Context: an optimization exercise on an open-source flow, tuned for small area, a short achievable clock period and few clock cycles per item. The choices shown serve that exercise and are no tape-out recipe.
Function was checked by simulation only, so behaviour that the tests miss may differ from the original.
Power figures rest on the tool's default switching activity, not on a simulated workload.

## run Z
==> flow/design.v <==
module ALU #(
    parameter WIDTH = 32
)(
    input [WIDTH-1:0] num_1,
    input [WIDTH-1:0] num_2,
    input [WIDTH-1:0] sub_reg_input,
    input [3:0] opcode,
    input clk,
    output [WIDTH-1:0] result,
    output [WIDTH-1:0] sub_reg_result,
    output done,
    output [3:0] flag
);
    reg  [3:0] op_r;      
    reg        first_r;   
    reg        rdy_r;     
    reg  [3:0] cnt;
    reg        mul_r;     
    reg        div_r;     
    wire same = (opcode == op_r);
    assign done = rdy_r & same;
    wire s_add = (opcode == 4'd0);
    wire s_sub = (opcode == 4'd1);
    wire s_mul = (opcode == 4'd2);
    wire s_div = (opcode == 4'd3);
    wire s_neg = (opcode == 4'd4);
    wire s_and = (opcode == 4'd5);
    wire s_or  = (opcode == 4'd6);
    wire s_xor = (opcode == 4'd7);
    wire s_not = (opcode == 4'd8);
    wire s_idle = opcode[3] & (opcode[2:0] != 3'd0);
    reg [33:0] H;       
    reg [32:0] L;       
    reg [31:0] Yr;      
    reg        dinv;    
    reg        ovf_r;   
    reg        sz_r;    
    reg        neg_r;   
    reg        w_r;     
    always @(posedge clk) begin
        Yr   <= opcode[0] ? (num_2 ^ {32{~num_2[31]}}) : num_1;
        dinv <= ~num_2[31];
    end
    wire [35:0] ys = {{4{Yr[31]}}, Yr};
    wire        sz = sub_reg_input[31];
    wire        sd = num_2[31];
    wire [31:0] n_hi = sub_reg_input ^ {32{sz}};
    wire [31:0] n_lo = num_1 ^ {32{sz}};
    wire [35:0] a_s = {{4{num_1[31]}}, num_1};
    wire [35:0] b_s = {{4{num_2[31]}}, num_2};
    wire        st_inv = opcode[2] | (opcode[1] ? ~sd : opcode[0]);
    wire [32:0] st_x   = opcode[2] ? 33'd0 : (opcode[1] ? {1'b0, n_hi} : a_s[32:0]);
    wire [32:0] st_y   = opcode[2] ? ~a_s[32:0] : (b_s[32:0] ^ {33{st_inv}});
    wire [32:0] S0     = st_x + st_y + {32'd0, st_inv};    
    function [2:0] booth;   
        input b1, b0, bm;
        booth = {b1, (b1 & ~b0 & ~bm) | (~b1 & b0 & bm), b0 ^ bm};
    endfunction
    reg  [2:0]  bt0, bt1;    
    wire [35:0] y0 = ((bt0[0] ? ys : 36'd0) | (bt0[1] ? {ys[34:0], 1'b0} : 36'd0)) ^ {36{bt0[2]}};
    wire [35:0] y1 = ((bt1[0] ? {ys[33:0], 2'b0} : 36'd0) | (bt1[1] ? {ys[32:0], 3'b0} : 36'd0)) ^ {36{bt1[2]}};
    wire [35:0] hx = {{2{H[33]}}, H};
    wire [35:0] cs_s = hx ^ y0 ^ y1;
    wire [35:0] cs_c = {(hx[34:0] & y0[34:0]) | (hx[34:0] & y1[34:0]) | (y0[34:0] & y1[34:0]), bt1[2]};
    wire [35:0] P = {H, L[32], L[31]};        
    wire [35:0] dm1 = ys;                     
    wire [35:0] dm2 = {ys[34:0], dinv};       
    wire [35:0] S2 = P + dm2 + {35'd0, dinv};
    wire        g2 = ~S2[35];
    wire [35:0] d3_s = P ^ dm1 ^ dm2;
    wire [35:0] d3_c = {(P[34:0] & dm1[34:0]) | (P[34:0] & dm2[34:0]) | (dm1[34:0] & dm2[34:0]), dinv};
    wire [35:0] a1 = mul_r ? cs_s : (g2 ? d3_s : P);
    wire [35:0] b1 = mul_r ? cs_c : (g2 ? d3_c : dm1);
    wire        c1 = mul_r ? bt0[2] : dinv;
    wire [35:0] S1 = a1 + b1 + {35'd0, c1};
    wire        g1 = ~S1[35];
    wire e1 = &S1, e2 = &S2;
    wire        st_arith = s_add | s_sub | s_neg;
    wire [31:0] l_other = s_mul ? num_2 :
                          s_div ? n_lo :
                          s_and ? (num_1 & num_2) :
                          s_or  ? (num_1 | num_2) :
                          s_xor ? (num_1 ^ num_2) : ~num_1;
    wire [33:0] r_new = g1 ? S1[33:0] : g2 ? S2[33:0] : P[33:0];
    always @(posedge clk) begin
        op_r  <= opcode;
        mul_r <= s_mul;
        div_r <= s_div;
        if (s_idle) begin
            first_r <= 1'b1;
            rdy_r   <= 1'b0;
        end else if (first_r) begin
            first_r <= 1'b0;
            rdy_r   <= ~(s_mul | s_div) | (s_div & ~S0[32]);
            cnt     <= 4'd0;
        end else if (rdy_r | ~same) begin
            first_r <= 1'b1;
            rdy_r   <= 1'b0;
        end else begin
            cnt     <= cnt + 4'd1;
            rdy_r   <= mul_r ? (cnt == 4'd7) : (cnt == 4'd15);
        end
    end
    always @(posedge clk) begin
        if (first_r) begin
            H     <= s_div ? {2'b0, n_hi} : 34'd0;
            L[32:1] <= st_arith ? S0[31:0] : l_other;
            L[0]  <= 1'b0;
            bt0   <= booth(num_2[1], num_2[0], 1'b0);
            bt1   <= booth(num_2[3], num_2[2], num_2[1]);
            ovf_r <= (st_arith & (S0[32] ^ S0[31])) | (s_div & ~S0[32]);
            sz_r  <= s_div & sz;
            neg_r <= s_div & (sz ^ sd);
            w_r   <= s_div & sz & (&S0);
        end else begin
            H     <= mul_r ? {{2{S1[35]}}, S1[35:4]} : r_new;
            L     <= mul_r ? {S1[3:0], L[32:5], L[0]} : {L[30:1], g2, g1, L[0]};
            bt0   <= booth(L[6], L[5], L[4]);
            bt1   <= booth(L[8], L[7], L[6]);
            w_r   <= sz_r & (e1 | e2 | (w_r & L[32] & L[31]));
        end
    end
    wire [32:0] q = {1'b0, L[32:1] ^ {32{neg_r}}} + {32'd0, neg_r ^ w_r};
    wire l_nz = |L[32:1];
    wire lo_nz  = |L[31:1];
    wire lo_one = &L[31:1];
    wire range_ovf = L[32] & (neg_r ? (lo_nz | w_r) : 1'b1) | (~neg_r & w_r & lo_one);
    wire div_ovf = div_r & (ovf_r | range_ovf);
    assign result = div_ovf ? 32'd0 : q[31:0];
    assign sub_reg_result = (mul_r | (div_r & ~div_ovf & ~w_r)) ? (H[31:0] ^ {32{sz_r}}) : 32'd0;
    assign flag[3] = div_ovf | (~div_r & ovf_r);
    assign flag[2] = div_ovf | (~l_nz & ~w_r & (~mul_r | (H[31:0] == 32'd0)));
    assign flag[1] = ~div_ovf & (mul_r ? H[31] : q[31]);
    assign flag[0] = ~div_r & ovf_r;
endmodule
make LEC_CHECK=0 CAP_MARGIN=20 CORE_MARGIN=2 CORE_UTILIZATION=40 PLACE_DENSITY=0.6 SETUP_SLACK_MARGIN=5 SLEW_MARGIN=20 finish   # period 11.0 ns
run.sh (not shown) runs the stock make flow with config.mk's settings and CLKGATE_MAP_FILE= SYNTH_SCRIPT=/design/flow/synth_recipe.tcl, a recipe that flattens the netlist after the stock synthesis.
Testbench counts of run Z, summed over its fixed seeds: cycles 159,008, ops 24,000.
Edits applied to the flow inputs when going from run Z to run D:
diff --git a/flow/design.v b/flow/design.v
--- a/flow/design.v
+++ b/flow/design.v
@@ -31,17 +31,13 @@
     wire s_idle = opcode[3] & (opcode[2:0] != 3'd0);
     reg [33:0] H;       
     reg [32:0] L;       
     reg [31:0] Yr;      
-    reg        dinv;    
     reg        ovf_r;   
     reg        sz_r;    
     reg        neg_r;   
     reg        w_r;     
-    always @(posedge clk) begin
-        Yr   <= opcode[0] ? (num_2 ^ {32{~num_2[31]}}) : num_1;
-        dinv <= ~num_2[31];
-    end
+    always @(posedge clk) Yr <= opcode[0] ? num_2 : num_1;
     wire [35:0] ys = {{4{Yr[31]}}, Yr};
     wire        sz = sub_reg_input[31];
     wire        sd = num_2[31];
     wire [31:0] n_hi = sub_reg_input ^ {32{sz}};
@@ -61,28 +57,29 @@
     wire [35:0] y1 = ((bt1[0] ? {ys[33:0], 2'b0} : 36'd0) | (bt1[1] ? {ys[32:0], 3'b0} : 36'd0)) ^ {36{bt1[2]}};
     wire [35:0] hx = {{2{H[33]}}, H};
     wire [35:0] cs_s = hx ^ y0 ^ y1;
     wire [35:0] cs_c = {(hx[34:0] & y0[34:0]) | (hx[34:0] & y1[34:0]) | (y0[34:0] & y1[34:0]), bt1[2]};
+    wire        dinv = ~Yr[31];               
     wire [35:0] P = {H, L[32], L[31]};        
-    wire [35:0] dm1 = ys;                     
-    wire [35:0] dm2 = {ys[34:0], dinv};       
+    wire [35:0] dm1 = ys ^ {36{dinv}};                   
+    wire [35:0] dm2 = {ys[34:0], 1'b0} ^ {36{dinv}};     
+    wire [35:0] a1 = mul_r ? cs_s : P;
+    wire [35:0] b1 = mul_r ? cs_c : dm1;
+    wire        c1 = mul_r ? bt0[2] : dinv;
+    wire [35:0] S1 = a1 + b1 + {35'd0, c1};
     wire [35:0] S2 = P + dm2 + {35'd0, dinv};
-    wire        g2 = ~S2[35];
     wire [35:0] d3_s = P ^ dm1 ^ dm2;
     wire [35:0] d3_c = {(P[34:0] & dm1[34:0]) | (P[34:0] & dm2[34:0]) | (dm1[34:0] & dm2[34:0]), dinv};
-    wire [35:0] a1 = mul_r ? cs_s : (g2 ? d3_s : P);
-    wire [35:0] b1 = mul_r ? cs_c : (g2 ? d3_c : dm1);
-    wire        c1 = mul_r ? bt0[2] : dinv;
-    wire [35:0] S1 = a1 + b1 + {35'd0, c1};
-    wire        g1 = ~S1[35];
-    wire e1 = &S1, e2 = &S2;
+    wire [35:0] S3 = d3_s + d3_c + {35'd0, dinv};
+    wire e1 = &S1, e2 = &S2, e3 = &S3;
     wire        st_arith = s_add | s_sub | s_neg;
     wire [31:0] l_other = s_mul ? num_2 :
                           s_div ? n_lo :
                           s_and ? (num_1 & num_2) :
                           s_or  ? (num_1 | num_2) :
                           s_xor ? (num_1 ^ num_2) : ~num_1;
-    wire [33:0] r_new = g1 ? S1[33:0] : g2 ? S2[33:0] : P[33:0];
+    wire g1 = ~S1[35], g2 = ~S2[35], g3 = ~S3[35];
+    wire [33:0] r_new = g3 ? S3[33:0] : g2 ? S2[33:0] : g1 ? S1[33:0] : P[33:0];
     always @(posedge clk) begin
         op_r  <= opcode;
         mul_r <= s_mul;
         div_r <= s_div;
@@ -113,12 +110,12 @@
             neg_r <= s_div & (sz ^ sd);
             w_r   <= s_div & sz & (&S0);
         end else begin
             H     <= mul_r ? {{2{S1[35]}}, S1[35:4]} : r_new;
-            L     <= mul_r ? {S1[3:0], L[32:5], L[0]} : {L[30:1], g2, g1, L[0]};
+            L     <= mul_r ? {S1[3:0], L[32:5], L[0]} : {L[30:1], g2, g3 | (g1 & ~g2), L[0]};
             bt0   <= booth(L[6], L[5], L[4]);
             bt1   <= booth(L[8], L[7], L[6]);
-            w_r   <= sz_r & (e1 | e2 | (w_r & L[32] & L[31]));
+            w_r   <= sz_r & (e1 | e2 | e3 | (w_r & L[32] & L[31]));
         end
     end
     wire [32:0] q = {1'b0, L[32:1] ^ {32{neg_r}}} + {32'd0, neg_r ^ w_r};
     wire l_nz = |L[32:1];
### Flow results
Shortest period the worst path allows delta for run D relative to run Z: 0.028 ns lower. Run D reports its capturing instance or port of the critical path as result[22] while run Z reports w_r. Die area deteriorates in run D relative to run Z. [diff] largest vdd supply drop, run D relative to run Z: regression. [compare] base=run Z new=run D: net switching fraction of the power went up by 0.73 points; area taken by flip-flops and latches saw a decrease; global-route met2 utilization lower; wire length of the first global-routing pass -about 0.9%.
Testbench counts of run D, summed over its fixed seeds: cycles 159,008, ops 24,000.

-- separate check: timing with driven ports --
No port has a modelled driver above. Below, the same layouts with a new extraction and two added sets of constraints. Step 1 assumes that a clkbuf_16 drives the clock port and a buf_2 every other input. Step 2 adds t to the input delays and takes it off the output delays; t is the mean of the earliest and latest rising clock arrival at the registers after step 1. Input paths then give back, and output paths get back, about the clock's delay inside the block. Three values: ideal, step 1, step 2; two values: the first two.
run | t, ns | setup WS [ns] | worst data-port slew with drivers (ns)
run Z | 0.512 | 5.003 / 5.032 / 4.520 | 0.06
run D | 0.506 | 5.031 / 4.974 / 4.550 | 0.06
After both steps setup and hold are still met in every run listed. For run Z, which loses most, drivers alone change the setup slack by +0.029 ns; drivers and shift together by -0.483 ns.
